Context: an optimization exercise on an open-source flow, tuned for small area. The choices shown serve that exercise and are no tape-out recipe. Function was checked by simulation only, so behaviour that the tests miss may differ from the original. No driver is modelled on the clock port, so clocking that relies on it looks cheaper here than on a real chip. No activity file was given, so power comes from the tool's default toggle rates.

**flow/flow/overrides.tcl**
```tcl
proc extract_fa {args} { puts "extract_fa skipped by the version's flow" }
proc abc {args} {
  set keep {}
  set skip 0
  foreach a $args {
    if {$skip} { set skip 0; continue }
    if {$a in {-script -constr -D}} { set skip 1; continue }
    lappend keep $a
  }
  yosys abc -script $::env(MY_ABC_SCRIPT) {*}$keep
}
```
**flow/flow/post_cts.tcl**
```tcl
estimate_parasitics -placement
proc version_worst_clk_slew {} {
  set worst 0
  foreach pin [all_registers -clock_pins -edge_triggered] {
    foreach edge {rise fall} {
      foreach an {min max} {
        set ps [expr {[sta::time_ui_sta [get_property $pin slew_${an}_$edge]] * 1e12}]
        if {$ps > $worst} { set worst $ps }
      }
    }
  }
  return $worst
}
set version_db [ord::get_db]
puts "clock buffer sizing: worst clock-pin slew before [version_worst_clk_slew] ps"
foreach inst [[ord::get_db_block] getInsts] {
  if {![string match sky130_fd_sc_hd__clkbuf_* [[$inst getMaster] getName]]} { continue }
  foreach sz {2 4} {
    set old [$inst getMaster]
    set new [$version_db findMaster sky130_fd_sc_hd__clkbuf_$sz]
    if {[$new getWidth] >= [$old getWidth]} { break }
    $inst swapMaster $new
    estimate_parasitics -placement
    if {[version_worst_clk_slew] > 110.0} {
      $inst swapMaster $old
      estimate_parasitics -placement
    } else {
      puts "clock buffer sizing: [$inst getName] [$old getName] -> [$new getName]"
      break
    }
  }
}
puts "clock buffer sizing: worst clock-pin slew after [version_worst_clk_slew] ps"
```
**flow/standard.sh**
```bash
#!/bin/bash
# synth_recipe.tcl (not shown) runs the flow's synth.tcl, then flattens the netlist and writes it again
# the make line also repeats each setting of config.mk as NAME=value (left out here)
make -C /OpenROAD-flow-scripts/flow DESIGN_CONFIG=/design/flow/config.mk WORK_HOME=/design/flow/orfs CLKGATE_MAP_FILE= SYNTH_SCRIPT=/design/flow/synth_recipe.tcl "${@:-finish}"
```
**flow/flow/area.abc**
```
strash
dc2
dch -f
amap -m
strash
dch -f
amap -m
topo
```
**flow/design.v**
```verilog
`timescale 1ns / 1ps
module seven_seg(
 input CLK100MHZ, CPU_RESETN,
 input [15:0] RH_Value,
 input [15:0] Temp_Value,
 output CA,CB,CC,CD,CE,CF,CG,DP,
 output [7:0] AN
 );
localparam [16:0] POL = 17'b01010101010101010;
reg  [16:0] sr;       
reg  [2:0]  dig;      
wire [16:0] x = sr ^ POL;
wire        low0 = (x[15:0] == 16'd0);
wire        fb = x[16] ^ x[13] ^ low0;
wire        wrap = low0 & x[16];       
always @(posedge CLK100MHZ) begin
  if (CPU_RESETN) begin
    sr  <= POL;
    dig <= 3'd0;
  end else begin
    sr  <= {x[15:0], fb} ^ POL;
    if (wrap) dig <= dig + 3'd1;
  end
end
wire [31:0] v = {Temp_Value, RH_Value};
wire [7:0] AN_Choose = ~(8'd1 << dig);
wire [3:0] SW_Choose;
genvar d, b;
generate
  for (b = 0; b < 4; b = b + 1) begin : nb
    wire [7:0] t;
    for (d = 0; d < 8; d = d + 1) begin : nd
      assign t[d] = AN_Choose[d] | v[4*d + b];
    end
    assign SW_Choose[b] = &t;
  end
endgenerate
reg  [6:0] Num_Choose;
always @(*) begin
  if (dig == 3'd7 && SW_Choose[3])
    Num_Choose = 7'b1111110;
  else
    case (SW_Choose)
      4'd0:    Num_Choose = 7'b0000001;
      4'd1:    Num_Choose = 7'b1001111;
      4'd2:    Num_Choose = 7'b0010010;
      4'd3:    Num_Choose = 7'b0000110;
      4'd4:    Num_Choose = 7'b1001100;
      4'd5:    Num_Choose = 7'b0100100;
      4'd6:    Num_Choose = 7'b0100000;
      4'd7:    Num_Choose = 7'b0001111;
      4'd8:    Num_Choose = 7'b0000000;
      4'd9:    Num_Choose = 7'b0001100;
      4'd10:   Num_Choose = 7'b0001000;
      4'd11:   Num_Choose = 7'b1100000;
      4'd12:   Num_Choose = 7'b0110001;
      4'd13:   Num_Choose = 7'b1000010;
      4'd14:   Num_Choose = 7'b0110000;
      default: Num_Choose = 7'b0111000;
    endcase
end
assign {CG, CF, CE, CD, CC, CB, CA} = Num_Choose;
assign AN = AN_Choose;
assign DP = 1'b1;
endmodule
`timescale 1ns / 1ps
module DHT22(
input clk,
input rst,
input dht_in,
output dht_out,
output LED16_G,
output LED16_R,
output LED16_B,
output CA,CB,CC,CD,CE,CF,CG,DP,
output [7:0] AN
);
localparam [19:0] M_AT5    = 20'h00030, V_AT5    = 20'h00020;  
localparam [19:0] M_AT1617 = 20'h122ce, V_AT1617 = 20'h00246;  
localparam [19:0] M_AT100K = 20'heef77, V_AT100K = 20'he0123;  
localparam [19:0] M_FS     = 20'hfffff, V_FS     = 20'h0b298;  
localparam [3:0]
  S0  = 4'd0,   
  S1A = 4'd1,   
  S1B = 4'd2,   
  S2  = 4'd3,
  S3  = 4'd4,
  S4  = 4'd5,
  S5  = 4'd6,
  S6  = 4'd7,
  S7A = 4'd8,   
  S7B = 4'd9,   
  S8A = 4'd10,  
  S8B = 4'd11,  
  S9  = 4'd12,
  S10 = 4'd13,
  S0X = 4'd14;  
reg JA3in;
reg LEDR;
reg LEDG;
reg LEDB;
reg [3:0] state;
reg [19:0] cnt;
reg [39:8] dataBits;
reg [5:0] bitCount;
seven_seg SSEG(
  .CLK100MHZ(clk),
  .CPU_RESETN(rst),
  .RH_Value(dataBits[39:24]),
  .Temp_Value(dataBits[23:8]),
  .CA(CA), .CB(CB), .CC(CC), .CD(CD), .CE(CE), .CF(CF), .CG(CG), .DP(DP),
  .AN(AN)
);
assign dht_out = (state == S1B);
assign LED16_R = LEDR;
assign LED16_G = LEDG;
assign LED16_B = LEDB;
wire at5    = ((cnt & M_AT5)    == V_AT5);
wire at1617 = ((cnt & M_AT1617) == V_AT1617);
wire at100k = ((cnt & M_AT100K) == V_AT100K);
wire fs     = ((cnt & M_FS)     == V_FS);
reg [7:0] csum;
wire wr = (state == S8A) | (state == S8B);
wire cbit = wr & ((state == S8B) ^ bitCount[5]);
wire [7:0] cpos;
wire [7:0] cc;
genvar g;
generate
  for (g = 0; g < 8; g = g + 1) begin : ck
    assign cpos[g] = (bitCount[2:0] == 7 - g);
    if (g == 0) assign cc[g] = cbit & cpos[g];
    else        assign cc[g] = (cbit & cpos[g]) | (csum[g-1] & cc[g-1]);
  end
endgenerate
always @(posedge clk) begin
  if (state == S4)
    csum <= 8'd0;
  else
    csum <= csum ^ cc;
end
wire ok = &csum;
wire done40 = bitCount[5] & bitCount[3];
reg [3:0] nstate;
reg adv;
always @(*) begin
  nstate = state;
  adv = 1'b0;
  case (state)
    S0:  if (at100k) nstate = S1A; else adv = 1'b1;
    S0X: nstate = S1A;
    S1A: begin nstate = S1B; adv = 1'b1; end
    S1B: if (at1617) nstate = S2; else adv = 1'b1;
    S2:  if (JA3in)  nstate = S3; else begin adv = 1'b1; if (fs) nstate = S0X; end
    S3:  if (~JA3in) nstate = S4; else begin adv = 1'b1; if (fs) nstate = S0X; end
    S4:  if (JA3in)  nstate = S5; else begin adv = 1'b1; if (fs) nstate = S0X; end
    S5:  if (~JA3in) nstate = S6; else begin adv = 1'b1; if (fs) nstate = S0X; end
    S6:  if (JA3in)  nstate = S7A; else begin adv = 1'b1; if (fs) nstate = S0X; end
    S7A: if (JA3in) begin adv = 1'b1; if (at5) nstate = S7B; end else nstate = S8A;
    S7B: if (JA3in) begin adv = 1'b1; if (fs) nstate = S0X; end else nstate = fs ? S8A : S8B;
    S8A: nstate = S9;
    S8B: nstate = S9;
    S9:  nstate = done40 ? S10 : S5;
    S10: if (JA3in)  nstate = S0; else begin adv = 1'b1; if (fs) nstate = S0X; end
    default: nstate = S0;
  endcase
end
always @(posedge clk) begin
  JA3in <= dht_in;
end
always @(posedge clk) begin
  if (rst) begin
    state <= S0;
    cnt <= 20'd0;
  end else begin
    state <= nstate;
    cnt <= adv ? {~cnt[18:0], cnt[19] ^ cnt[16]} : 20'd0;
  end
end
always @(posedge clk) begin
  if (rst) begin
    LEDR <= 1'b0;
    LEDG <= 1'b0;
    LEDB <= 1'b0;
  end else begin
    if (state == S1A) begin
      LEDR <= 1'b0;
      LEDG <= 1'b0;
      LEDB <= 1'b0;
    end
    if (state == S4 && JA3in) LEDB <= 1'b1;
    if (state == S5 && ~JA3in) begin
      LEDB <= 1'b0;
      LEDR <= 1'b1;
    end
    if (state == S10 && JA3in && ok) begin
      LEDR <= 1'b0;
      LEDG <= 1'b1;
    end
  end
end
always @(posedge clk) begin
  if (state == S4)
    bitCount <= 6'd0;
  else if (state == S8A || state == S8B)
    bitCount <= bitCount + 6'd1;
end
wire [3:0] wrow;
wire [7:0] wcol;
wire wval = ~rst & (state == S8B);
genvar k, m;
generate
  for (k = 0; k < 4; k = k + 1) begin : wr_row
    assign wrow[k] = rst | (wr & (bitCount[5:3] == k));
  end
  for (m = 0; m < 8; m = m + 1) begin : wr_col
    assign wcol[m] = rst | (bitCount[2:0] == m);
  end
  for (k = 0; k < 4; k = k + 1) begin : wr_b
    for (m = 0; m < 8; m = m + 1) begin : wr_i
      always @(posedge clk)
        if (wrow[k] & wcol[m]) dataBits[39 - 8*k - m] <= wval;
    end
  end
endgenerate
endmodule
```
**flow/flow/knobs.sh**
```bash
CTS="-sink_clustering_enable -repair_clock_nets -buf_list sky130_fd_sc_hd__clkbuf_8 -root_buf sky130_fd_sc_hd__clkbuf_8 -dont_use_dummy_load"
```
**flow/constraint.sdc**
```tcl
create_clock -name core_clock -period 10.0 [get_ports {clk}]
set_input_delay 2.0000 -clock core_clock [delete_from_list [all_inputs] [get_ports {clk}]]
set_output_delay 2.0000 -clock core_clock [all_outputs]
set_load 0.01 [all_outputs]
```
**flow/flow/run.sh**
```bash
#!/bin/bash
set -euo pipefail
W=$(pwd)
F=$W/flow
export MY_ABC_SCRIPT=$F/area.abc
cat $F/overrides.tcl $W/synth_recipe.tcl > $W/version_synth.tcl
source $F/knobs.sh
bash $W/standard.sh SYNTH_SCRIPT=$W/version_synth.tcl \
  "BUFFER_PORTS_ARGS=-buffer_cell sky130_fd_sc_hd__buf_1" \
  "MIN_BUF_CELL_AND_PORTS=sky130_fd_sc_hd__buf_1 A X" \
  "CTS_ARGS=$CTS" \
  POST_CTS_TCL=$F/post_cts.tcl \
  finish > $W/standard_finish.log 2>&1
```
**flow/config.mk**
```make
export PLATFORM = sky130hd
export DESIGN_NAME = DHT22
export DESIGN_NICKNAME = DHT22
export VERILOG_FILES = /design/flow/design.v
export SDC_FILE = /design/flow/constraint.sdc
export NUM_CORES = 4
export LEC_CHECK = 0
export CAP_MARGIN = 0
export CORE_MARGIN = 2
export CORE_UTILIZATION = 85
export GPL_TIMING_DRIVEN = 0
export PLACE_DENSITY = 0.9
export SLEW_MARGIN = 0
```
==> summary.txt, run 1 <==
status=aborted with a tool error; Stop stage=global placement (3_3_place_gp); run-stopping error=[ERROR GPL-0301] Utilization 100.178 % exceeds 100%.; register area share after synthesis=0.583; post-synthesis mux area share=0; DIE HEIGHT=70.7 microns; Port Buffers=21; ys async rst share=0; fraction of the mapped netlist area in adder cells=0; compound-gate portion of the synthesized area=0.141; Most used DFF post-synth=dfxtp_1; mapped cell area=0.00378 sq mm; largest family of logic cells by synthesized area=simple AND/OR/NAND/NOR gates; count of different cell masters after synthesis=32; Top Ports=23; Yosys warnings=2; xor and xnor area share after synthesis=0; Seq cells post-synth=94; Mapped Nets=426; Die X=70.7 microns; Post-synth EDFFs=32; Mapped Cells=423; Synth Area in Simple Gates=0.242; std cell rows=24; Post-Syn Area per Cell=8.93 sq um; Initial Utilization=0.874
==> synthesized netlist by cell type, drive strengths merged (2+ instances only) <==
master / instances / area share
and3: 2 / 0.0033
a2111oi: 2 / 0.0046
and2: 4 / 0.0066
a31oi: 10 / 0.017
a211oi: 13 / 0.026
o221ai: 2 / 0.0046
nand4b: 2 / 0.0046
edfxtp: 32 / 0.25
nor3: 26 / 0.034
o21ai: 11 / 0.015
nand2: 28 / 0.028
dfxtp: 62 / 0.33
nor4: 11 / 0.018
nand3: 16 / 0.021
clkinv: 32 / 0.032
o22ai: 17 / 0.028
a21o: 4 / 0.0079
nor2: 119 / 0.12
a21oi: 17 / 0.023
==> cell families after synthesis <==
| group | Yosys count |
|---|---|
| AOI/OAI and AO/OA | 83 |
| DFF | 94 |
| buffers and inverters | 33 |
| and+or+nand+nor | 212 |
| other | 1 |
==> run 2: changes to the inputs <==
==> flow/flow/area.abc (replaced) <==
strash
dc2
dch -f
amap -m
mfs
strash
dch -f
amap -m
topo
--- a/flow/config.mk
+++ b/flow/config.mk
@@ -9,5 +9,4 @@
 export CORE_MARGIN = 2
-export CORE_UTILIZATION = 85
+export CORE_UTILIZATION = 75
 export GPL_TIMING_DRIVEN = 0
-export PLACE_DENSITY = 0.9
 export SLEW_MARGIN = 0
==> run 2 against run 1 <==
Compared with the run above: the run now finishes clean; area after synthesis fell by 0.23%; synthesized cell count fell by 0.71%.
==> summary.txt, run 2 <==
logic gate share of total power=0.074; clock network fraction of design power=0.264; count of different cell masters after synthesis=36 (was 32); total gr overflow=0; Critical Path, Cell by Cell=clkinv_1 -> nand3_1 -> o22ai_1 -> nor4_1 -> clkinv_1 -> nor2_1 -> clkinv_1 -> o31ai_1 -> a31o_1 -> buf_1; commonest non-fill, non-tap cell in the layout=nor2_1; drt total wl=8400 microns; Initial Utilization=0.787 (was 0.874); RSZ-0062 raised after global routing=no; compound-gate portion of the synthesized area=0.146 (was 0.141); Slew @ Worst Pin=1260 ps; Die X=74.9 microns (was 70.7 microns); GP Congestion=1.01; # setup viols final=0; largest net degree at the start of global routing=32; residual DRC count=0; slowest CP cell=nor4_1; non-filler cells, final=519; post-synthesis mux area share=0 (unchanged); crit end category=output pin; vias=3,339; CTS clk-pin slew, worst paths=90 ps; Core Box Area=0.00479 sq mm; Int Power=485 uW; Synth Area in Simple Gates=0.237 (was 0.242); Post-Syn Area per Cell=8.97 sq um (was 8.93 sq um); share of layout cells above drive strength 1=0.0310; critical path's top delay family=simple AND/OR/NAND/NOR gates; fillers=289; std cell rows=25 (was 24); DRT Pass-1 Iters=8; top post-synthesis cells by area=dfxtp_1 33%, edfxtp_1 25%, nor2_1 12%, clkinv_1 3.1%, nor3_1 2.9% (was dfxtp_1 33%, edfxtp_1 25%, nor2_1 12%, nor3_1 3.4%, clkinv_1 3.2%); number of global-route vias before repair=3,025; Largest register FFs=32; Pleak=0.00145 uW; f_max=167 MHz; area of the multi-input gates=0.00146 sq mm; cell total after placement=510; CP max FO=8; Final Core Density=0.849; Worst setup SP type=flop; Net Sw Frac=0.236; DR WL/cell=16.2 microns; TritonCTS Sinks=94; max_cap viols=0; Syn-to-layout area delta=7.84%; Final Max Tran Viols=0; Die ar.=0.00561 sq mm; xor and xnor area share after synthesis=0 (unchanged); routed vias/inst=6.43; mapped cell area=0.00377 sq mm (was 0.00378 sq mm); Top Ports=23 (unchanged); most frequent cell after synthesis=nor2_1 (unchanged); Most Frequent Cell on Critical Path=clkinv_1; final hold violation count=0; dpl cell area=0.00397 sq mm; biggest regs=dataBits (32), cnt (20), SSEG.sr (17); fin crit share=0.600; global-route wire length before repair=13,500 microns; fraction of the mapped netlist area in adder cells=0 (unchanged); register area share after synthesis=0.584 (was 0.583); CP Buf/Inv Count=4; Sw Pwr=150 uW; ys async rst share=0 (unchanged); Crit Path Class=flop to output pin; DRT iter0 DRCs=373; largest family of logic cells by synthesized area=simple AND/OR/NAND/NOR gates (unchanged); CP Data Required Time=8000 ps; Slew HR=0.153; Reg power frac=0.662; Commonest cells post-synth=119 x nor2_1, 62 x dfxtp_1, 32 x edfxtp_1 (was 119 x nor2_1, 62 x dfxtp_1, 32 x clkinv_1, 32 x edfxtp_1, 28 x nand2_1); CP arrival=4000 ps; Cell Pwr Density=156 mW/mm^2; Mapped Cells=420 (was 423); setup_tns=0 ps; Port Buffers=21 (unchanged); Inserted Diodes=0; area fraction of the dominant cell type after synthesis=0.329 (about the same); Yosys warnings=2 (unchanged); CTS tree=yes; post-route ant nets=0; hpwl dp=5840 microns; Reg area=0.00220 sq mm; Total GRT Usage=0.326; initial antenna violation count=0; Tightest Hold Check Type=flop to flop; Tmin final=6000 ps; Largest Register=dataBits; Most used DFF post-synth=dfxtp_1 (unchanged); CP max stage delay=1070 ps; post-route cell area=0.00406 sq mm; worst skew pair latency=540 ps; status=no timing/DRC/antenna violations (was aborted with a tool error); Mapped Nets=423 (was 426); commonest non-fill, non-tap cells in the layout=119 x nor2_1, 62 x dfxtp_1, 32 x edfxtp_1, 31 x clkinv_1, 28 x nand2_1; Worst VDD drop=106 uV; Fin Hold WS=391 ps; final layout net count=457; Clock Skews=36.2 ps; DIE HEIGHT=74.9 microns (was 70.7 microns); Seq cells post-synth=94 (unchanged); Post-synth EDFFs=32 (unchanged); Yosys top cell by area=dfxtp_1 (unchanged)
==> run 2: cell count changes after synthesis, sizes merged, moves of 2 or more <==
cell,change
a22oi,+3
nor3,-4
a21oi,+3
a31oi,-2
a211oi,-5
==> run 2: final cells by class <==
class / instances / share of cell area
Inverter: 31 / 0.0286
Tap cell: 67 / 0.0206
Clock buffer: 9 / 0.0237
Buffer: 1 / 0.000924
Multi-Input combinational cell: 294 / 0.359
Sequential cell: 94 / 0.542
Timing Repair Buffer: 23 / 0.0252
==> run 2: cells by family after synthesis <==
group / after synthesis
flops: 94
other cells: 1
compound gates: 85
buf+inv: 32
simple gates: 208
==> run 2: power groups by stage <==
stage               Sequential [uW]  Combinational, uW  Clock, uW
floorplan                       426               33.2          0
global placement                428               43.0          0
detailed placement              429               46.2          0
global route                    422               52.9        183
finish                          420               47.1        168
==> run 2: metrics by stage <==
| stage | setup slack, ps | power [uW] |
|---|---|---|
| after detailed placement | 4670 | 475 |
| after global placement | 4900 | 471 |
| after floorplan | 5460 | 459 |
| after global routing | 3750 | 658 |
| final | 4000 | 635 |
==> run 2: worst paths after layout <==
path              depth (start not counted)  slack (ps)   startpoint     endpoint
setup / recovery                         10        4000  SSEG.dig[0]           CG
hold / removal                            1         390  SSEG.sr[12]  SSEG.sr[13]
setup reg to reg                         20        5380     state[1]      csum[7]
hold reg to reg                           1         390  SSEG.sr[12]  SSEG.sr[13]
==> run 2: routing by layer <==
layer	vias up	GRT usage	routed length, microns
li1	1570	-	-
met1	1521	0.382	3260
met2	205	0.556	4100
met3	43	0.100	773
met4	0	0.135	258
met5	-	0	0
==> run 3: changes to the inputs <==
==> flow/flow/area.abc (replaced) <==
strash
dc2
dch -f
amap -m
strash
dch -f
amap -m
topo
==> run 3 against run 2 <==
Compared with the run above: sequential power hardly changed; first-iteration DRC count is 33% lower; via count is 1.5% lower; utilization is 0.052 points higher; setup slack better by 160 ps; critical endpoint is now CA.
==> summary.txt, run 3 <==
drt total wl=8430 microns (was 8400 microns); depth of the worst register-to-register path=20 (unchanged); GR peak layer=met2 (unchanged); Most Frequent Cell on Critical Path=clkinv_1 (unchanged); commonest non-fill, non-tap cell in the layout=nor2_1 (unchanged); met2 usage=0.502 (was 0.556); register area share after synthesis=0.583 (was 0.584); f_max=171 MHz (was 167 MHz); Syn-to-layout area delta=7.65% (was 7.84%); slowest CP cell=nor4_1 (unchanged); residual DRC count=0 (unchanged); std cell rows=25 (unchanged); Post-Syn Area per Cell=8.93 sq um (was 8.97 sq um); CTS clk-pin slew, worst paths=110 ps (was 90 ps); total gr overflow=0 (unchanged); Top Ports=23 (unchanged); mapped cell area=0.00378 sq mm (was 0.00377 sq mm); CP max FO=8 (unchanged); Die ar.=0.00562 sq mm (was 0.00561 sq mm); Yosys top cell by area=dfxtp_1 (unchanged); post-route ant nets=0 (unchanged); Pleak=0.00145 uW (about the same); post-synthesis mux area share=0 (unchanged); worst setup path startpoint=SSEG.dig[0] (unchanged); CP arrival=3840 ps (was 4000 ps); met1 GRT Util=0.419 (was 0.382); Post-synth EDFFs=32 (unchanged); Crit Path Class=flop to output pin (unchanged); Final Core Density=0.850 (was 0.849); critical hold path startpoint=cnt[11] (was SSEG.sr[12]); final layout net count=460 (was 457); dpl cell area=0.00398 sq mm (was 0.00397 sq mm); xor and xnor area share after synthesis=0 (unchanged); share of layout cells above drive strength 1=0.0308 (was 0.0310); top post-synthesis cells by area=dfxtp_1 33%, edfxtp_1 25%, nor2_1 12%, nor3_1 3.4%, clkinv_1 3.2% (was dfxtp_1 33%, edfxtp_1 25%, nor2_1 12%, clkinv_1 3.1%, nor3_1 2.9%); number of global-route vias before repair=2,905 (was 3,025); Largest Register=dataBits (unchanged); Critical Path, Cell by Cell=clkinv_1 -> nand3_1 -> o22ai_1 -> nor4_1 -> clkinv_1 -> nor2_1 -> clkinv_1 -> a31oi_1 -> o22ai_1 -> buf_1 (was clkinv_1 -> nand3_1 -> o22ai_1 -> nor4_1 -> clkinv_1 -> nor2_1 -> clkinv_1 -> o31ai_1 -> a31o_1 -> buf_1); post-route cell area=0.00407 sq mm (was 0.00406 sq mm); DRT Pass-1 Iters=4 (was 8); global-route wire length before repair=13,100 microns (was 13,500 microns); Hold Crit Depth=1 (unchanged); setup_tns=0 ps (unchanged); final hold violation count=0 (unchanged); Mapped Cells=423 (was 420); Tightest Hold Check Type=flop to flop (unchanged); Core Box Area=0.00479 sq mm (unchanged); crit end category=output pin (unchanged); compound-gate portion of the synthesized area=0.141 (was 0.146); vias=3,288 (was 3,339); TritonCTS Sinks=94 (unchanged); Initial Utilization=0.789 (was 0.787); worst skew pair latency=550 ps (was 540 ps); largest family of logic cells by synthesized area=simple AND/OR/NAND/NOR gates (unchanged); Slew HR=0.201 (was 0.153); GP Congestion=0.889 (was 1.01); CP max stage delay=1020 ps (was 1070 ps); Tmin final=5840 ps (was 6000 ps); # setup viols final=0 (unchanged); Commonest cells post-synth=119 x nor2_1, 62 x dfxtp_1, 32 x clkinv_1, 32 x edfxtp_1, 28 x nand2_1 (was 119 x nor2_1, 62 x dfxtp_1, 32 x edfxtp_1); Most used DFF post-synth=dfxtp_1 (unchanged); initial antenna violation count=0 (unchanged); CP Data Required Time=8000 ps (about the same); routed vias/inst=6.30 (was 6.43); RR Endpoint=csum[7] (unchanged); DRT iter0 DRCs=251 (was 373); Cell Pwr Density=156 mW/mm^2 (about the same); WHS Endpoint=cnt[12] (was SSEG.sr[13]); hpwl dp=5820 microns (was 5840 microns); most frequent cell after synthesis=nor2_1 (unchanged); r2r setup slk=5350 ps (was 5380 ps); ys async rst share=0 (unchanged); Worst setup SP type=flop (unchanged); commonest non-fill, non-tap cells in the layout=119 x nor2_1, 62 x dfxtp_1, 32 x clkinv_1, 32 x edfxtp_1, 28 x nand2_1 (was 119 x nor2_1, 62 x dfxtp_1, 32 x edfxtp_1, 31 x clkinv_1, 28 x nand2_1); Largest register FFs=32 (unchanged); fraction of the mapped netlist area in adder cells=0 (unchanged); max_cap viols=0 (unchanged); area fraction of the dominant cell type after synthesis=0.329 (about the same); Clock Skews=33.2 ps (was 36.2 ps); Mapped Nets=426 (was 423); count of different cell masters after synthesis=32 (was 36); biggest regs=dataBits (32), cnt (20), SSEG.sr (17) (unchanged); Final Max Tran Viols=0 (unchanged); Port Buffers=21 (unchanged); Inserted Diodes=0 (unchanged); Seq cells post-synth=94 (unchanged); Die X=75.0 microns (was 74.9 microns); Worst R2R Start=state[1] (unchanged); status=no timing/DRC/antenna violations (unchanged); Fin Hold WS=388 ps (was 391 ps); Slew @ Worst Pin=1190 ps (was 1260 ps); largest net degree at the start of global routing=32 (unchanged); Synth Area in Simple Gates=0.242 (was 0.237); Worst VDD drop=114 uV (was 106 uV); fin crit share=0.584 (was 0.600); met3 Use GR=0.0629 (was 0.100); Total GRT Usage=0.317 (was 0.326); Yosys warnings=2 (unchanged); DIE HEIGHT=75.0 microns (was 74.9 microns); CTS tree=yes (unchanged); DR WL/cell=16.2 microns (about the same); RSZ-0062 raised after global routing=no (unchanged)
==> run 3: changes by cell type after synthesis, moves of 2 or more <==
cell,delta
a22oi_1,-3
a21oi_1,-3
a31oi_1,+2
a211oi_1,+5
nor3_1,+4
==> run 3: layer usage <==
layer	vias to the layer above	wire, microns
li1	1576	-
met4	0	278
met1	1518	3520
met3	27	632
met2	167	4010
met5	-	0
==> run 3: cell families (layout without fill, tap and decap cells) <==
family,count (synthesis),in the layout
AO/OA/AOI/OAI,83,83
other,1,1
buffers and inverters,33,65
AND/OR/NAND/NOR,212,212
flip-flops,94,94
==> run 3: how the worst max path moves through the flow <==
stage | to | cells past startpoint | slack (ps)
after floorplan | CD | 10 | 5490
after global placement | dataBits[30] | 2 | 4920
after detailed placement | CA | 10 | 4840
after global routing | CA | 10 | 3980
final | CA | 10 | 4160
==> run 3: final cells by class <==
| cell class | count | area, sq um |
|---|---|---|
| Buffer | 1 | 3.75 |
| Clock buffer | 9 | 90.1 |
| Tap cell | 67 | 83.8 |
| Fill cell | 286 | 719 |
| Multi-Input combinational cell | 296 | 1460 |
| Sequential cell | 94 | 2200 |
| Inverter | 32 | 120 |
| Timing Repair Buffer | 23 | 103 |
==> run 3: per-stage QoR <==
stage	setup WS, ps	std cells	power (uW)
floorplan	5490	423	459
global route	3980	522	654
finish	4160	522	634
detailed placement	4840	513	475
global placement	4920	511	471
==> run 3: critical path, delay by kind of cell, from the launching register on <==
family,cells,cell delay [ps]
compound gates,3,460
buf+inv,4,910
flops,1,400
simple gates,3,1540
==> run 3: report_power, final <==
part / total [uW] / switching [uW] / internal, uW / leakage (uW)
Clock: 166 / 110 / 56.0 / 0.0000513
Combinational: 47.6 / 32.6 / 15.0 / 0.000577
Sequential: 420 / 10.4 / 410 / 0.000822
==> run 4: changes to the inputs <==
--- a/flow/flow/post_cts.tcl
+++ b/flow/flow/post_cts.tcl
@@ -23,3 +23,3 @@
     estimate_parasitics -placement
-    if {[version_worst_clk_slew] > 110.0} {
+    if {[version_worst_clk_slew] > 115.0} {
       $inst swapMaster $old
==> run 4 against run 3 <==
Compared with the run above: clock skew did not move; area after synthesis unchanged; largest cell class unchanged; hold slack did not move.
==> summary.txt, run 4 <==
post-route ant nets=0 (unchanged); Initial Utilization=0.789 (unchanged); CTS tree=yes (unchanged); DIE HEIGHT=75.0 microns (unchanged); Tmin final=5840 ps (unchanged); ys async rst share=0 (unchanged); Largest register FFs=32 (unchanged); Slew @ Worst Pin=1190 ps (unchanged); dpl cell area=0.00398 sq mm (unchanged); post-place setup slack=4840 ps (unchanged); std cell rows=25 (unchanged); CTS clk-pin slew, worst paths=110 ps (about the same); Clock Skews=33.2 ps (unchanged); Worst VDD drop=114 uV (unchanged); Setup WS post-layout=4160 ps (unchanged); final layout net count=460 (unchanged); DRT Pass-1 Iters=4 (unchanged); hpwl dp=5820 microns (unchanged); vias=3,288 (unchanged); Inserted Diodes=0 (unchanged); met3 Use GR=0.0629 (unchanged); Port Buffers=21 (unchanged); Most used DFF post-synth=dfxtp_1 (unchanged); setup_tns=0 ps (unchanged); Top Ports=23 (unchanged); top post-synthesis cells by area=dfxtp_1 33%, edfxtp_1 25%, nor2_1 12%, nor3_1 3.4%, clkinv_1 3.2% (unchanged); TritonCTS Sinks=94 (unchanged); Post-synth EDFFs=32 (unchanged); Yosys top cell by area=dfxtp_1 (unchanged); Commonest cells post-synth=119 x nor2_1, 62 x dfxtp_1, 32 x clkinv_1, 32 x edfxtp_1, 28 x nand2_1 (unchanged); global-route wire length before repair=13,100 microns (unchanged); met2 usage=0.502 (unchanged); GR peak layer=met2 (unchanged); total gr overflow=0 (unchanged); CP Data Required Time=8000 ps (about the same); Crit Path Class=flop to output pin (unchanged); Mapped Cells=423 (unchanged); Slew HR=0.201 (unchanged); Yosys warnings=2 (unchanged); GP Congestion=0.889 (unchanged); residual DRC count=0 (unchanged); status=no timing/DRC/antenna violations (unchanged); CP arrival=3840 ps (about the same); max_cap viols=0 (unchanged); drt total wl=8430 microns (unchanged); most frequent cell after synthesis=nor2_1 (unchanged); Syn-to-layout area delta=7.65% (unchanged); Tightest Hold Check Type=flop to flop (unchanged); commonest non-fill, non-tap cells in the layout=119 x nor2_1, 62 x dfxtp_1, 32 x clkinv_1, 32 x edfxtp_1, 28 x nand2_1 (unchanged); biggest regs=dataBits (32), cnt (20), SSEG.sr (17) (unchanged); share of layout cells above drive strength 1=0.0308 (unchanged); number of global-route vias before repair=2,905 (unchanged); fin crit share=0.584 (unchanged); Worst setup SP type=flop (unchanged); largest net degree at the start of global routing=32 (unchanged); Die X=75.0 microns (unchanged); register area share after synthesis=0.583 (unchanged); initial antenna violation count=0 (unchanged); commonest non-fill, non-tap cell in the layout=nor2_1 (unchanged); Pleak=0.00145 uW (unchanged); DR WL/cell=16.2 microns (unchanged); crit end category=output pin (unchanged); mapped cell area=0.00378 sq mm (unchanged); # setup viols final=0 (unchanged); Die ar.=0.00562 sq mm (unchanged); CP max FO=8 (unchanged); post-route cell area=0.00407 sq mm (unchanged); Core Box Area=0.00479 sq mm (unchanged); area fraction of the dominant cell type after synthesis=0.329 (unchanged); worst skew pair latency=550 ps (about the same); Seq cells post-synth=94 (unchanged); r2r setup slk=5350 ps (about the same); f_max=171 MHz (unchanged); Mapped Nets=426 (unchanged); RSZ-0062 raised after global routing=no (unchanged); DRT iter0 DRCs=251 (unchanged); final hold violation count=0 (unchanged); Cell Pwr Density=156 mW/mm^2 (unchanged); met1 GRT Util=0.419 (unchanged); routed vias/inst=6.30 (unchanged); Largest Register=dataBits (unchanged); Total GRT Usage=0.317 (unchanged); count of different cell masters after synthesis=32 (unchanged); Post-Syn Area per Cell=8.93 sq um (unchanged); Final Max Tran Viols=0 (unchanged)
## run 4: metrics by stage
stage / hold slack [ps] / total power (uW) / std cells / utilization
after global routing: 401 / 654 / 522 / 0.850
after floorplan: 352 / 459 / 423 / -
after global placement: 356 / 471 / 511 / 0.823
final: 388 / 634 / 522 / 0.850
after detailed placement: 375 / 475 / 513 / 0.831
## run 4: final cells by class
| class | count | area, sq um |
|---|---|---|
| clock buffer | 9 | 90.1 |
| timing repair buffer | 23 | 103 |
| sequential | 94 | 2200 |
| inverter | 32 | 120 |
| fill | 286 | 719 |
| tap | 67 | 83.8 |
| buffer | 1 | 3.75 |
| multi-input combinational | 296 | 1460 |
## run 4: routing by layer
metal	up-vias	share of wire	routed length, microns
met3	27	0.075	632
met1	1518	0.42	3520
met4	0	0.033	278
met5	-	0	0
met2	167	0.47	4010
li1	1576	-	-
## run 4: worst paths after layout
path	start	to	depth (start not counted)
setup / recovery	SSEG.dig[0]	CA	10
hold / removal	cnt[11]	cnt[12]	1
hold reg to reg	cnt[11]	cnt[12]	1
setup reg to reg	state[1]	csum[7]	20
## run 4: kinds of logic (layout without fill, tap and decap cells)
family / after synthesis / in the layout / share of synthesized area
simple gates: 212 / 212 / 0.242
buf+inv: 33 / 65 / 0.0328
flops: 94 / 94 / 0.583
other cells: 1 / 1 / 0.000993
compound gates: 83 / 83 / 0.141
## run 4: worst max-delay path, cell delays in order, from the launching register on
cell and delay, ps:
dfxtp_1 400, clkinv_1 190, nand3_1 260, o22ai_1 170, nor4_1 1020, clkinv_1 380
nor2_1 260, clkinv_1 170, a31oi_1 200, o22ai_1 90, buf_1 170
## run 4: power breakdown
| group | leakage (uW) | internal (uW) | switching [uW] |
|---|---|---|---|
| Sequential | 0.000822 | 410 | 10.4 |
| Combinational | 0.000577 | 15.0 | 32.6 |
| Clock | 0.0000513 | 56.0 | 110 |
| Total | 0.00145 | 481 | 153 |
==> run 5: changes to the inputs <==
==> flow/flow/area.abc (replaced) <==
strash
dc2
dch -f
amap -m
mfs
strash
dch -f
amap -m
topo
--- a/flow/flow/post_cts.tcl
+++ b/flow/flow/post_cts.tcl
@@ -23,3 +23,3 @@
     estimate_parasitics -placement
-    if {[version_worst_clk_slew] > 115.0} {
+    if {[version_worst_clk_slew] > 110.0} {
       $inst swapMaster $old
--- a/flow/config.mk
+++ b/flow/config.mk
@@ -9,3 +9,3 @@
 export CORE_MARGIN = 2
-export CORE_UTILIZATION = 75
+export CORE_UTILIZATION = 65
 export GPL_TIMING_DRIVEN = 0
==> run 5 against run 4 <==
Compared with the run above: still clean on timing, DRC and antenna; sequential power hardly changed; first-iteration DRC count is 18% lower; clock skew is 3.5 ps higher; routed wire length is 3.1% lower; count of clock-buffer cells in the layout stayed put; largest power group unchanged; highest routed layer unchanged.
==> summary.txt, run 5 <==
status=no timing/DRC/antenna violations (unchanged); residual DRC count=0 (unchanged); share of layout cells above drive strength 1=0.0310 (was 0.0308); post-place setup slack=4590 ps (was 4840 ps); area fraction of the dominant cell type after synthesis=0.329 (about the same); Worst VDD drop=123 uV (was 114 uV); DIE HEIGHT=80.1 microns (was 75.0 microns); Net Sw Frac=0.237 (was 0.241); Mapped Nets=423 (was 426); Tightest Hold Check Type=flop to flop (unchanged); CTS clk-pin slew, worst paths=110 ps (about the same); biggest regs=dataBits (32), cnt (20), SSEG.sr (17) (unchanged); fillers=435 (was 286); ys async rst share=0 (unchanged); routed vias/inst=6.01 (was 6.30); f_max=164 MHz (was 171 MHz); Largest register FFs=32 (unchanged); setup_tns=0 ps (unchanged); final layout net count=457 (was 460); Slew @ Worst Pin=1390 ps (was 1190 ps); Die ar.=0.00642 sq mm (was 0.00562 sq mm); total gr overflow=0 (unchanged); Total GRT Usage=0.268 (was 0.317); Core Box Area=0.00554 sq mm (was 0.00479 sq mm); commonest non-fill, non-tap cells in the layout=119 x nor2_1, 62 x dfxtp_1, 32 x edfxtp_1, 31 x clkinv_1, 28 x nand2_1 (was 119 x nor2_1, 62 x dfxtp_1, 32 x clkinv_1, 32 x edfxtp_1, 28 x nand2_1); Int Power=481 uW (about the same); logic gate share of total power=0.074 (was 0.075); drt total wl=8170 microns (was 8430 microns); worst skew pair latency=500 ps (was 550 ps); crit end category=output pin (unchanged); Top Ports=23 (unchanged); Pleak=0.00145 uW (about the same); DR WL/cell=15.6 microns (was 16.2 microns); Worst setup SP type=flop (unchanged); mapped cell area=0.00377 sq mm (was 0.00378 sq mm); # setup viols final=0 (unchanged); Power Total=631 uW (was 634 uW); Most used DFF post-synth=dfxtp_1 (unchanged); register area share after synthesis=0.584 (was 0.583); vias=3,148 (was 3,288); final hold violation count=0 (unchanged); Port Buffers=21 (unchanged); commonest non-fill, non-tap cell in the layout=nor2_1 (unchanged); Setup WS post-layout=3910 ps (was 4160 ps); Initial Utilization=0.680 (was 0.789); Clock Skews=36.7 ps (was 33.2 ps); CP max FO=8 (unchanged); Post-synth EDFFs=32 (unchanged); Crit Path Class=flop to output pin (unchanged); Reg power frac=0.666 (was 0.663); Post-Syn Area per Cell=8.97 sq um (was 8.93 sq um); DRT Pass-1 Iters=4 (unchanged); initial antenna violation count=0 (unchanged); clock network fraction of design power=0.260 (was 0.262); Largest Register=dataBits (unchanged); CP arrival=4090 ps (was 3840 ps); Mapped Cells=420 (was 423); Syn-to-layout area delta=7.74% (was 7.65%); max_cap viols=0 (unchanged); hpwl dp=5910 microns (was 5820 microns); std cell rows=27 (was 25); post-route ant nets=0 (unchanged); top post-synthesis cells by area=dfxtp_1 33%, edfxtp_1 25%, nor2_1 12%, clkinv_1 3.1%, nor3_1 2.9% (was dfxtp_1 33%, edfxtp_1 25%, nor2_1 12%, nor3_1 3.4%, clkinv_1 3.2%); Seq cells post-synth=94 (unchanged); most frequent cell after synthesis=nor2_1 (unchanged); Tmin final=6090 ps (was 5840 ps); CP Data Required Time=8000 ps (about the same); Commonest cells post-synth=119 x nor2_1, 62 x dfxtp_1, 32 x edfxtp_1 (was 119 x nor2_1, 62 x dfxtp_1, 32 x clkinv_1, 32 x edfxtp_1, 28 x nand2_1); Yosys warnings=2 (unchanged); DRT iter0 DRCs=205 (was 251); Inserted Diodes=0 (unchanged); largest net degree at the start of global routing=32 (unchanged); Final Max Tran Viols=0 (unchanged); Yosys top cell by area=dfxtp_1 (unchanged); CTS tree=yes (unchanged); RSZ-0062 raised after global routing=no (unchanged); Sw Pwr=150 uW (was 153 uW); Fin Hold WS=386 ps (was 388 ps); count of different cell masters after synthesis=36 (was 32); fin crit share=0.609 (was 0.584); Cell Pwr Density=155 mW/mm^2 (was 156 mW/mm^2); TritonCTS Sinks=94 (unchanged); Die X=80.1 microns (was 75.0 microns); Slew HR=0.0668 (was 0.201); GP Congestion=0.920 (was 0.889); number of global-route vias before repair=2,854 (was 2,905); global-route wire length before repair=13,200 microns (was 13,100 microns)
-- run 5: cell count changes in the layout (fill, tap and decap cells not counted), sizes merged, moves of 2 or more --
cell,change
a22oi,+3
a21oi,+3
a211oi,-5
nor3,-4
a31oi,-2
-- run 5: power groups by stage --
stage / combinational (uW) / sequential [uW] / clock (uW)
after floorplan: 33.2 / 426 / 0
after global placement: 43.8 / 428 / 0
after detailed placement: 45.8 / 429 / 0
after global routing: 52.7 / 422 / 181
final: 46.4 / 420 / 164
-- run 5: per-layer routing --
| metal | share of wire | global-route usage | up-vias |
|---|---|---|---|
| met5 | 0 | 0 | - |
| met4 | 0.016 | 0.117 | 0 |
| met3 | 0.047 | 0.0438 | 15 |
| met2 | 0.49 | 0.446 | 92 |
| met1 | 0.45 | 0.347 | 1476 |
| li1 | - | - | 1565 |
-- run 5: through the flow --
stage                      util  instance area [sq um]  std cells
after floorplan               -                   3770        420
after detailed placement  0.716                   3970        515
final                     0.733                   4060        524
after global placement    0.711                   3940        513
after global routing      0.733                   4060        524
-- run 5: area by class of cell --
type                            instances  area (sq um)  area share
Multi-Input combinational cell        294          1460       0.359
Inverter                               31           116      0.0287
Sequential cell                        94          2200       0.542
Timing Repair Buffer                   23          98.8      0.0243
Tap cell                               72          90.1      0.0222
Clock buffer                            9          90.1      0.0222
Buffer                                  1          3.75    0.000925
-- run 5: cell families after synthesis --
group,Yosys count,share of synthesized area
simple gates,208,0.237
compound gates,85,0.146
buf+inv,32,0.0319
other cells,1,0.000995
flops,94,0.584
-- run 5: worst max-delay path, cell delays in order, from the launching register on --
cell	delay (ps)
dfxtp_1	430
clkinv_1	210
nand3_1	290
o22ai_1	110
nor4_1	1160
clkinv_1	440
nor2_1	350
clkinv_1	170
o31ai_1	120
a21oi_1	60
o21ai_0	80
buf_1	170
-- run 5: final timing paths --
kind | startpoint | end | slack, ps | cells after the start
worst min-delay path | SSEG.sr[4] | SSEG.sr[5] | 390 | 1
worst max register to register | state[1] | csum[7] | 5470 | 20
worst min register to register | SSEG.sr[4] | SSEG.sr[5] | 390 | 1
worst max-delay path | SSEG.dig[0] | CD | 3910 | 11
==> run 6: changes to the inputs <==
--- a/flow/design.v
+++ b/flow/design.v
@@ -122,4 +122,5 @@
 reg [7:0] csum;
-wire wr = (state == S8A) | (state == S8B);
-wire cbit = wr & ((state == S8B) ^ bitCount[5]);
+wire clr0 = (state[3:2] == 2'b00);
+wire wr = (state[3:1] == 3'b101);
+wire cbit = wr & (state[0] ^ bitCount[5]);
 wire [7:0] cpos;
@@ -135,3 +136,3 @@
 always @(posedge clk) begin
-  if (state == S4)
+  if (clr0)
     csum <= 8'd0;
@@ -152,15 +153,16 @@
     S1B: if (at1617) nstate = S2; else adv = 1'b1;
-    S2:  if (JA3in)  nstate = S3; else begin adv = 1'b1; if (fs) nstate = S0X; end
-    S3:  if (~JA3in) nstate = S4; else begin adv = 1'b1; if (fs) nstate = S0X; end
-    S4:  if (JA3in)  nstate = S5; else begin adv = 1'b1; if (fs) nstate = S0X; end
-    S5:  if (~JA3in) nstate = S6; else begin adv = 1'b1; if (fs) nstate = S0X; end
-    S6:  if (JA3in)  nstate = S7A; else begin adv = 1'b1; if (fs) nstate = S0X; end
+    S2:  if (JA3in)  nstate = S3;  else adv = 1'b1;
+    S3:  if (~JA3in) nstate = S4;  else adv = 1'b1;
+    S4:  if (JA3in)  nstate = S5;  else adv = 1'b1;
+    S5:  if (~JA3in) nstate = S6;  else adv = 1'b1;
+    S6:  if (JA3in)  nstate = S7A; else adv = 1'b1;
     S7A: if (JA3in) begin adv = 1'b1; if (at5) nstate = S7B; end else nstate = S8A;
-    S7B: if (JA3in) begin adv = 1'b1; if (fs) nstate = S0X; end else nstate = fs ? S8A : S8B;
-    S8A: nstate = S9;
-    S8B: nstate = S9;
+    S7B: if (JA3in) adv = 1'b1; else nstate = fs ? S8A : S8B;
+    S8A: begin nstate = S9; adv = 1'b1; end  
+    S8B: begin nstate = S9; adv = 1'b1; end
     S9:  nstate = done40 ? S10 : S5;
-    S10: if (JA3in)  nstate = S0; else begin adv = 1'b1; if (fs) nstate = S0X; end
+    S10: if (JA3in)  nstate = S0;  else adv = 1'b1;
     default: nstate = S0;
   endcase
+  if (fs & adv) nstate = S0X;
 end
@@ -184,3 +186,3 @@
   end else begin
-    if (state == S1A) begin
+    if (state[3:2] == 2'b00 && state[0]) begin
       LEDR <= 1'b0;
@@ -201,3 +203,3 @@
 always @(posedge clk) begin
-  if (state == S4)
+  if (clr0)
     bitCount <= 6'd0;
@@ -208,3 +210,3 @@
 wire [7:0] wcol;
-wire wval = ~rst & (state == S8B);
+wire wval = ~rst & state[0];
 genvar k, m;
@@ -212,3 +214,4 @@
   for (k = 0; k < 4; k = k + 1) begin : wr_row
-    assign wrow[k] = rst | (wr & (bitCount[5:3] == k));
+    if (k == 0) assign wrow[k] = rst | (wr & (bitCount[5:3] == 3'd0));
+    else        assign wrow[k] = rst | (wr & (bitCount[4:3] == k));
   end
--- a/flow/config.mk
+++ b/flow/config.mk
@@ -9,3 +9,3 @@
 export CORE_MARGIN = 2
-export CORE_UTILIZATION = 65
+export CORE_UTILIZATION = 70
 export GPL_TIMING_DRIVEN = 0
==> run 6 against run 5 <==
Compared with the run above: still clean on timing, DRC and antenna; critical path depth decreased by 1; register-to-register slack lost 330 ps; clock skew down 8.4 ps; synthesized cell count decreased by 0.24%; clock power fell by 2%; sequential cell count unchanged; count of clock-buffer cells in the layout stayed put; sequential share of layout area rose by 0.27 points; combinational power increased by 130%; utilization grew 5.3 points; critical endpoint unchanged; largest cell class unchanged.
==> summary.txt, run 6 <==
mapped cell area=0.00377 sq mm (about the same); register area share after synthesis=0.584 (about the same); CP Data Required Time=8000 ps (about the same); total gr overflow=0 (unchanged); Initial Utilization=0.734 (was 0.680); # setup viols final=0 (unchanged); RSZ-0062 raised after global routing=no (unchanged); Tightest Hold Check Type=flop to flop (unchanged); Slew @ Worst Pin=1120 ps (was 1390 ps); Worst R2R Start=state[3] (was state[1]); critical hold path startpoint=SSEG.sr[6] (was SSEG.sr[4]); commonest non-fill, non-tap cell in the layout=nor2_1 (unchanged); f_max=171 MHz (was 164 MHz); r2r setup slk=5140 ps (was 5470 ps); Slew HR=0.250 (was 0.0668); CTS clk-pin slew, worst paths=100 ps (was 110 ps); final hold violation count=0 (unchanged); Port Buffers=21 (unchanged); setup_tns=0 ps (unchanged); Top Ports=23 (unchanged); max_cap viols=0 (unchanged); Mapped Nets=422 (was 423); Tmin final=5850 ps (was 6090 ps); DRT iter0 DRCs=237 (was 205); vias=3,287 (was 3,148); DR WL/cell=16.6 microns (was 15.6 microns); ys async rst share=0 (unchanged); drt total wl=8630 microns (was 8170 microns); crit end category=output pin (unchanged); Worst VDD drop=161 uV (was 123 uV); Clock Skews=28.3 ps (was 36.7 ps); Largest register FFs=32 (unchanged); Die ar.=0.00599 sq mm (was 0.00642 sq mm); worst skew pair latency=530 ps (was 500 ps); depth of the worst register-to-register path=22 (was 20); Commonest cells post-synth=113 x nor2_1, 62 x dfxtp_1, 40 x clkinv_1 (was 119 x nor2_1, 62 x dfxtp_1, 32 x edfxtp_1); Mapped Cells=419 (was 420); DIE HEIGHT=77.4 microns (was 80.1 microns); Seq cells post-synth=94 (unchanged); fin crit share=0.585 (was 0.609); area fraction of the dominant cell type after synthesis=0.329 (about the same); Final Max Tran Viols=0 (unchanged); dpl cell area=0.00396 sq mm (was 0.00397 sq mm); largest net degree at the start of global routing=34 (was 32); top post-synthesis cells by area=dfxtp_1 33%, edfxtp_1 25%, nor2_1 11%, clkinv_1 4.0%, nor3_1 2.8% (was dfxtp_1 33%, edfxtp_1 25%, nor2_1 12%, clkinv_1 3.1%, nor3_1 2.9%); global-route wire length before repair=14,700 microns (was 13,200 microns); count of different cell masters after synthesis=37 (was 36); Most used DFF post-synth=dfxtp_1 (unchanged); Crit Path Class=flop to output pin (unchanged); CTS tree=yes (unchanged); CP arrival=3850 ps (was 4090 ps); status=no timing/DRC/antenna violations (unchanged); WHS Endpoint=SSEG.sr[7] (was SSEG.sr[5]); Yosys warnings=2 (unchanged); Total GRT Usage=0.314 (was 0.268); post-route cell area=0.00404 sq mm (was 0.00406 sq mm); share of layout cells above drive strength 1=0.0267 (was 0.0310); Pleak=0.00139 uW (was 0.00145 uW); Largest Register=dataBits (unchanged); most frequent cell after synthesis=nor2_1 (unchanged); post-route ant nets=0 (unchanged); Yosys top cell by area=dfxtp_1 (unchanged); initial antenna violation count=0 (unchanged); Hold Crit Depth=1 (unchanged); residual DRC count=0 (unchanged); commonest non-fill, non-tap cells in the layout=112 x nor2_1, 62 x dfxtp_1, 40 x clkinv_1, 32 x edfxtp_1, 27 x nand2_1 (was 119 x nor2_1, 62 x dfxtp_1, 32 x edfxtp_1, 31 x clkinv_1, 28 x nand2_1); GP Congestion=0.957 (was 0.920); biggest regs=dataBits (32), cnt (20), SSEG.sr (17) (unchanged); Syn-to-layout area delta=7.13% (was 7.74%); Cell Pwr Density=184 mW/mm^2 (was 155 mW/mm^2); Worst setup SP type=flop (unchanged); number of global-route vias before repair=3,208 (was 2,854); fillers=362 (was 435); final layout net count=455 (was 457); CP max FO=7 (was 8); routed vias/inst=6.32 (was 6.01); std cell rows=26 (was 27); hpwl dp=5750 microns (was 5910 microns); Inserted Diodes=0 (unchanged); Die X=77.4 microns (was 80.1 microns); Core Box Area=0.00514 sq mm (was 0.00554 sq mm); Post-Syn Area per Cell=9.00 sq um (was 8.97 sq um); RR Endpoint=csum[7] (unchanged); DRT Pass-1 Iters=5 (was 4); Post-synth EDFFs=32 (unchanged); TritonCTS Sinks=94 (unchanged)
==> run 6: cell count changes after synthesis, sizes merged, moves of 3 or more <==
cell,delta
clkinv,+9
nor2,-6
nand4,+5
a211oi,+4
and2,-4
nand3,-4
nor4,-3
o22ai,-3
or4,+3
==> run 6: worst max-delay path by stage <==
stage	from	slack [ps]	depth (start not counted)	end
finish	SSEG.dig[2]	4150	10	CD
global route	SSEG.dig[1]	3890	10	CG
detailed placement	SSEG.dig[1]	4870	10	CD
global placement	SSEG.dig[0]	5000	10	CD
floorplan	SSEG.dig[1]	5630	9	CG
==> run 6: cells by family (layout without fill, tap and decap cells) <==
group	after synthesis	in the layout	share of synthesized area
and+or+nand+nor	199	199	0.230
DFF	94	94	0.584
AOI/OAI and AO/OA	84	84	0.144
buffers and inverters	41	72	0.0408
other	1	1	0.000994
==> run 6: report_power, final <==
group	switching, uW	leakage (uW)	total [uW]	internal [uW]
combinational	70.1	0.000518	106	36.2
clock	108	0.0000487	160	51.9
sequential	30.3	0.000821	476	446
==> run 6: area by class of cell <==
| cell class | instances | area [sq um] | area share |
|---|---|---|---|
| Clock buffer | 9 | 83.8 | 0.0207 |
| Inverter | 40 | 150 | 0.0372 |
| Sequential cell | 94 | 2200 | 0.545 |
| Buffer | 1 | 3.75 | 0.000929 |
| Multi-Input combinational cell | 284 | 1420 | 0.351 |
| Tap cell | 70 | 87.6 | 0.0217 |
| Timing Repair Buffer | 22 | 95.1 | 0.0235 |
==> run 6: per-stage QoR <==
step | utilization | cells | hold WS [ps] | worst slack, ps | power [uW]
2_1_floorplan | - | 419 | 353 | 5630 | 552
3_3_place_gp | 0.766 | 510 | 369 | 5000 | 581
3_5_place_dp | 0.769 | 511 | 370 | 4870 | 587
5_1_grt | 0.786 | 520 | 417 | 3890 | 775
6_report | 0.786 | 520 | 395 | 4150 | 742
==> run 6: critical path, cell delays in order, from the launching register on <==
cell,delay [ps]
dfxtp_1,460
clkinv_1,180
nand3_1,270
o22ai_1,130
nor4_1,960
clkinv_1,320
nor2_1,250
o21ai_0,140
o21ai_0,300
a221o_1,160
buf_1,150
==> run 6: per-layer routing <==
layer / vias up / share of wire / wire length [microns] / track usage
li1: 1554 / - / - / -
met1: 1512 / 0.39 / 3350 / 0.375
met2: 174 / 0.50 / 4320 / 0.542
met3: 47 / 0.074 / 636 / 0.0674
met4: 0 / 0.037 / 322 / 0.152
met5: - / 0 / 0 / 0
==> run 7: changes to the inputs <==
--- a/flow/config.mk
+++ b/flow/config.mk
@@ -9,3 +9,3 @@
 export CORE_MARGIN = 2
-export CORE_UTILIZATION = 70
+export CORE_UTILIZATION = 65
 export GPL_TIMING_DRIVEN = 0
==> run 7 against run 6 <==
Compared with the run above: still clean; global-route usage fell by 5.4 points; cell count rose by 0.38%; hold slack got worse by 38 ps; design area rose by 0.22%; clock power barely moved; area after synthesis did not move; count of clock-buffer cells in the layout did not move; highest routed layer unchanged.
==> summary.txt, run 7 <==
DIE HEIGHT=80.2 microns (was 77.4 microns); most frequent cell after synthesis=nor2_1 (unchanged); DRT iter0 DRCs=205 (was 237); Yosys top cell by area=dfxtp_1 (unchanged); Worst setup SP type=flop (unchanged); biggest regs=dataBits (32), cnt (20), SSEG.sr (17) (unchanged); commonest non-fill, non-tap cell in the layout=nor2_1 (unchanged); number of global-route vias before repair=2,880 (was 3,208); fillers=440 (was 362); Cell Pwr Density=184 mW/mm^2 (about the same); std cell rows=27 (was 26); Mapped Cells=419 (unchanged); depth of the worst register-to-register path=22 (unchanged); Crit Path Class=flop to output pin (unchanged); Critical Path, Cell by Cell=clkinv_1 -> nand3_1 -> o22ai_1 -> nor4_1 -> clkinv_1 -> nor2_1 -> o21ai_0 -> o21ai_0 -> a221o_1 -> buf_1 (unchanged); Top Ports=23 (unchanged); residual DRC count=0 (unchanged); Final Max Tran Viols=0 (unchanged); Post-Syn Area per Cell=9.00 sq um (unchanged); Clock Skews=28.5 ps (was 28.3 ps); hpwl dp=5640 microns (was 5750 microns); Largest register FFs=32 (unchanged); initial antenna violation count=0 (unchanged); Core Box Area=0.00554 sq mm (was 0.00514 sq mm); share of layout cells above drive strength 1=0.0267 (unchanged); Inserted Diodes=0 (unchanged); largest net degree at the start of global routing=34 (unchanged); final layout net count=455 (unchanged); Initial Utilization=0.681 (was 0.734); vias=3,136 (was 3,287); Most used DFF post-synth=dfxtp_1 (unchanged); TritonCTS Sinks=94 (unchanged); worst setup path startpoint=SSEG.dig[0] (was SSEG.dig[2]); count of different cell masters after synthesis=37 (unchanged); f_max=170 MHz (was 171 MHz); Port Buffers=21 (unchanged); critical hold path startpoint=SSEG.sr[6] (unchanged); max_cap viols=0 (unchanged); Commonest cells post-synth=113 x nor2_1, 62 x dfxtp_1, 40 x clkinv_1 (unchanged); area of the multi-input gates=0.00142 sq mm (unchanged); CP Buf/Inv Count=3 (unchanged); mapped cell area=0.00377 sq mm (unchanged); slowest CP cell=nor4_1 (unchanged); post-route ant nets=0 (unchanged); Hold Crit Depth=1 (unchanged); CP max stage delay=860 ps (was 960 ps); Post-synth EDFFs=32 (unchanged); final hold violation count=0 (unchanged); RSZ-0062 raised after global routing=no (unchanged); global-route wire length before repair=12,900 microns (was 14,700 microns); post-place setup slack=4810 ps (was 4870 ps); Yosys warnings=2 (unchanged); Final Core Density=0.731 (was 0.786); Setup WS post-layout=4130 ps (was 4150 ps); DR WL/cell=15.1 microns (was 16.6 microns); Die ar.=0.00643 sq mm (was 0.00599 sq mm); CTS tree=yes (unchanged); routed vias/inst=6.01 (was 6.32); GP Congestion=0.898 (was 0.957); Seq cells post-synth=94 (unchanged); RR Endpoint=csum[7] (unchanged); drt total wl=7880 microns (was 8630 microns); top post-synthesis cells by area=dfxtp_1 33%, edfxtp_1 25%, nor2_1 11%, clkinv_1 4.0%, nor3_1 2.8% (unchanged); Syn-to-layout area delta=7.37% (was 7.13%); commonest non-fill, non-tap cells in the layout=112 x nor2_1, 62 x dfxtp_1, 40 x clkinv_1, 32 x edfxtp_1, 27 x nand2_1 (unchanged); ys async rst share=0 (unchanged); setup_tns=0 ps (unchanged); fin crit share=0.587 (was 0.585); WHS Endpoint=SSEG.sr[7] (unchanged); Slew HR=0.284 (was 0.250); Die X=80.2 microns (was 77.4 microns); status=no timing/DRC/antenna violations (unchanged); Mapped Nets=422 (unchanged); Tmin final=5870 ps (was 5850 ps); Pleak=0.00139 uW (about the same); # setup viols final=0 (unchanged); Tightest Hold Check Type=flop to flop (unchanged); Total GRT Usage=0.261 (was 0.314); area fraction of the dominant cell type after synthesis=0.329 (unchanged); Largest Register=dataBits (unchanged); CP max FO=7 (unchanged); Worst R2R Start=state[3] (unchanged); CP Data Required Time=8000 ps (about the same); Slew @ Worst Pin=1070 ps (was 1120 ps); Reg area=0.00220 sq mm (unchanged); Worst VDD drop=150 uV (was 161 uV); critical path's top delay family=simple AND/OR/NAND/NOR gates (unchanged); r2r setup slk=5290 ps (was 5140 ps); total gr overflow=0 (unchanged); CTS clk-pin slew, worst paths=110 ps (was 100 ps); crit end category=output pin (unchanged); DRT Pass-1 Iters=4 (was 5); worst skew pair latency=510 ps (was 530 ps); CP arrival=3870 ps (was 3850 ps); register area share after synthesis=0.584 (unchanged)
-- run 7: where the power goes --
group / total [uW] / switching, uW / internal, uW
clock network: 163 / 106 / 56.1
registers: 475 / 29.1 / 446
logic: 107 / 70.4 / 36.2
-- run 7: cell type report --
class / instances / area share
Buffer: 1 / 0.000927
Clock buffer: 9 / 0.0222
Inverter: 40 / 0.0371
Multi-Input combinational cell: 284 / 0.350
Sequential cell: 94 / 0.544
Tap cell: 72 / 0.0222
Timing Repair Buffer: 22 / 0.0235
-- run 7: routing by layer --
metal	part of all wire	global-route usage	vias up
met5	0	0	-
met4	0.016	0.103	0
met3	0.047	0.0371	13
met2	0.47	0.435	91
met1	0.46	0.344	1470
li1	-	-	1562
-- run 7: logic make-up (layout without fill, tap and decap cells) --
kind of cell | Yosys count | after routing | synth area share
and+or+nand+nor | 199 | 199 | 0.230
AOI/OAI and AO/OA | 84 | 84 | 0.144
DFF | 94 | 94 | 0.584
other | 1 | 1 | 0.000994
buffers and inverters | 41 | 72 | 0.0408
-- run 7: how the worst max path moves through the flow --
stage	to	slack (ps)	depth (start not counted)
6_report	CD	4130	10
5_1_grt	CD	3990	10
3_5_place_dp	CG	4810	10
3_3_place_gp	CD	4980	10
2_1_floorplan	CG	5630	9
-- run 7: per-stage QoR --
step | std cells | hold slack (ps) | area (sq um) | total power (uW)
3_3_place_gp | 512 | 358 | 3940 | 581
3_5_place_dp | 513 | 371 | 3960 | 589
2_1_floorplan | 419 | 353 | 3770 | 552
6_report | 522 | 358 | 4050 | 744
5_1_grt | 522 | 374 | 4050 | 779

## port drivers added, routing unchanged
Ports are ideal in the flow. The routed layouts listed here were re-timed in OpenROAD.
Step 1 sets driving cells, clkbuf_16 on the clock port and buf_2 on the other inputs (assumed; they add their load-dependent delay and slew).
Step 2 adds t to the input delays and takes it off the output delays; t is the mean of the earliest and latest rising clock arrival at the registers after step 1. Input paths then give back, and output paths get back, about the clock's delay inside the block.
Slacks: ideal / step 1 / step 2; pairs: ideal / step 1.
run	t, ns	slack for setup (ns)	worst setup path at the end	cell pins on the clock port's net
run 2	0.554	3.996 / 3.966 / 4.521	register to output	1
run 3	0.560	4.155 / 4.126 / 4.686	register to output	1
run 4	0.560	4.155 / 4.126 / 4.686	register to output	1
run 5	0.510	3.911 / 3.885 / 4.396	register to output	1
run 6	0.540	4.152 / 4.125 / 4.665	register to output	1
run 7	0.522	4.134 / 4.105 / 4.627	register to output	1
After both steps every run listed still meets setup and hold.
